Context: an optimization exercise on an open-source flow, tuned for small area, a short achievable clock period and few clock cycles per item. The choices shown serve that exercise and are no tape-out recipe.
In this exercise RTL edits were held to simulation tests only and were not proved equivalent to the original.
Power figures rest on the tool's default switching activity, not on a simulated workload.

== P ==
// PixelSolverMultiCore
module PixelSolverMultiCore (
  input               io_cmd_valid,
  output              io_cmd_ready,
  input      [27:0]   io_cmd_payload_x,
  input      [27:0]   io_cmd_payload_y,
  output              io_rsp_valid,
  input               io_rsp_ready,
  output     [5:0]    io_rsp_payload_iteration,
  input               clk,
  input               reset
);
For scale: ~6100 cells after synthesis, ~1200 flip-flops, roughly 68 I/O pins, roughly 0.069 sq mm of cells after synthesis.
clock: 10.0 ns
lec_check: 0
cap_margin: 20
core_margin: 2
core_utilization: 60
cts_buf_list: sky130_fd_sc_hd__clkbuf_16
cts_cluster_diameter: 150
cts_cluster_size: 24
setup_slack_margin: 5
slew_margin: 20
synth_hierarchical: 1
standard.sh (not shown) runs the stock make flow with config.mk's settings and CLKGATE_MAP_FILE= SYNTH_SCRIPT=/design/flow/synth_recipe.tcl, a recipe that flattens the netlist after the stock synthesis.
==> flow/flow/run.sh <==
#!/bin/bash
set -euo pipefail
MARGIN=${MARGIN:-7}
sed "s/SETUP_SLACK_MARGIN=[0-9.]*/SETUP_SLACK_MARGIN=$MARGIN/" standard.sh > standard_margin.sh
bash standard_margin.sh > standard.log 2>&1
P: all stages complete, timing, DRC and antenna checks passed
Testbench counts of P, summed over its fixed seeds: cycles 262,439, pixels 8,192.
--- input diff P..Q ---
--- a/flow/flow/run.sh
+++ b/flow/flow/run.sh
@@ -2,3 +2,3 @@
 set -euo pipefail
-MARGIN=${MARGIN:-7}
+MARGIN=${MARGIN:-8}
 sed "s/SETUP_SLACK_MARGIN=[0-9.]*/SETUP_SLACK_MARGIN=$MARGIN/" standard.sh > standard_margin.sh
Findings:
Q was carried through to the last stage, and its layout satisfied the timing, DRC and antenna checks. Total global routing track utilization delta for Q relative to P: 4.2 points higher. Compared with P, Q shows a total chip power that is 32 uW higher. Relative to P, the worst setup slack of Q is higher by 0.013 ns. Against P as the reference, Q delivers a higher static leakage power. Summary of Q over P: routed wire length moved up, worst reg-to-reg setup slack picked up an extra 0.09 ns, global-route wire length before repair up 11%, maximum frequency picked up an extra about 0.4%.
## Diff of input files: R against Q
- CTS_CLUSTER_SIZE removed (was 24)
- CTS_BUF_LIST changed from sky130_fd_sc_hd__clkbuf_16 to sky130_fd_sc_hd__clkbuf_4
- CTS_CLUSTER_DIAMETER removed (was 150)
--- a/flow/flow/run.sh
+++ b/flow/flow/run.sh
@@ -2,3 +2,3 @@
 set -euo pipefail
-MARGIN=${MARGIN:-8}
+MARGIN=${MARGIN:-7}
 sed "s/SETUP_SLACK_MARGIN=[0-9.]*/SETUP_SLACK_MARGIN=$MARGIN/" standard.sh > standard_margin.sh
From Q to R the numbers moved as follows: met2 capacity usage during global routing fell by 3.4 points; largest clock skew in the final design rose 0.068 ns; data arrival time of the worst path shows an increase of 0.59 ns; layout-stage area growth over the synthesis result went down.
Modified inputs, S compared to R
- a change of CTS_BUF_LIST from sky130_fd_sc_hd__clkbuf_4 to sky130_fd_sc_hd__clkbuf_8
Findings:
Total global routing track utilization delta (S -> R): insignificant. Summary — maximum frequency, S relative to R: higher, by 9.9%. S: clock period minus worst slack is 0.35 ns lower than what R reported. Changes observed in S relative to R: clock latency reported for the late side of the worst-skew pair dropped 0.36 ns; clock-buffer cell count dropped 43%; data arrival time of the worst path dropped 0.35 ns; final critical-path setup slack climbed 0.35 ns. Final standard cell utilization of the core, S and R: smaller value in R. As far as layout multi-input combinational cell count goes, S and R are indistinguishable; the numbers are identical.

* * *

PixelSolverMultiCore, a different RTL version from the one above (not shown whole).
For scale: ~5100 cells after synthesis, ~670 flip-flops, ~58000 um^2 of cells after synthesis.
==> flow/config.mk <==
export PLATFORM = sky130hd
export DESIGN_NAME = PixelSolverMultiCore
export DESIGN_NICKNAME = PixelSolverMultiCore
export VERILOG_FILES = /design/flow/design.v
export SDC_FILE = /design/flow/constraint.sdc
export NUM_CORES = 8
export LEC_CHECK = 0
export CAP_MARGIN = 20
export CORE_MARGIN = 2
export CORE_UTILIZATION = 50
export SLEW_MARGIN = 20
export SYNTH_HIERARCHICAL = 1
==> flow/constraint.sdc <==
create_clock -name core_clock -period 10.0 [get_ports {clk}]
set_input_delay 2.0000 -clock core_clock [delete_from_list [all_inputs] [get_ports {clk}]]
set_output_delay 2.0000 -clock core_clock [all_outputs]
set_load 0.01 [all_outputs]
run.sh (not shown) runs the stock make flow with config.mk's settings and CLKGATE_MAP_FILE= SYNTH_SCRIPT=/design/flow/synth_recipe.tcl, a recipe that flattens the netlist after the stock synthesis.
Stock flow here: none of the scripts above is used.
The first run produced a clean layout.
Testbench counts at the start, summed over its fixed seeds: cycles 260,505, pixels 8,192.
Then changed:
Settings changed: SETUP_SLACK_MARGIN set to 4.
After rerunning: The new run produced a clean layout; total power stays the same; via count is unchanged; final area is unchanged.
Then changed:
Settings changed: SETUP_SLACK_MARGIN 4 to 5.
After rerunning: Core utilization went up by 0.85 points; total power is about the same; setup slack gains 0.78 ns; design area climbs by 1.6%; global-route usage goes up by 0.46 points.

[afterwards: timing with drivers on the ports]
The results above use ideal ports. As a check the final layouts listed here were re-extracted and re-timed, cells and wires unchanged.
Step 1, drivers: a clkbuf_16 drives clk and a buf_2 each remaining input, both assumed.
Step 2, shift: input delay + t, output delay - t, t = (earliest + latest rising clock arrival at the registers) / 2. This alone moves slack from input paths to output paths.
Slacks: no drivers / after step 1 / after step 2; pairs: no drivers / after step 1.
run	shift t [ns]	setup WS [ns]	pins driven straight from the clock port
P	0.793	6.640 / 6.567 / 6.267	1
Q	0.810	6.654 / 6.573 / 6.552	1
R	1.341	6.059 / 5.989 / 5.954	1
S	1.016	6.413 / 6.342 / 6.187	1
the first run of note 2	0.757	4.300 / 4.300 / 4.300	1
the second run of note 2	0.757	4.300 / 4.300 / 4.300	1
the third run of note 2	0.753	5.077 / 5.077 / 5.077	1
After both steps every run listed still meets setup and hold. The setup slack of P, which loses most, moves by -0.073 ns with the drivers and by -0.373 ns with both steps.
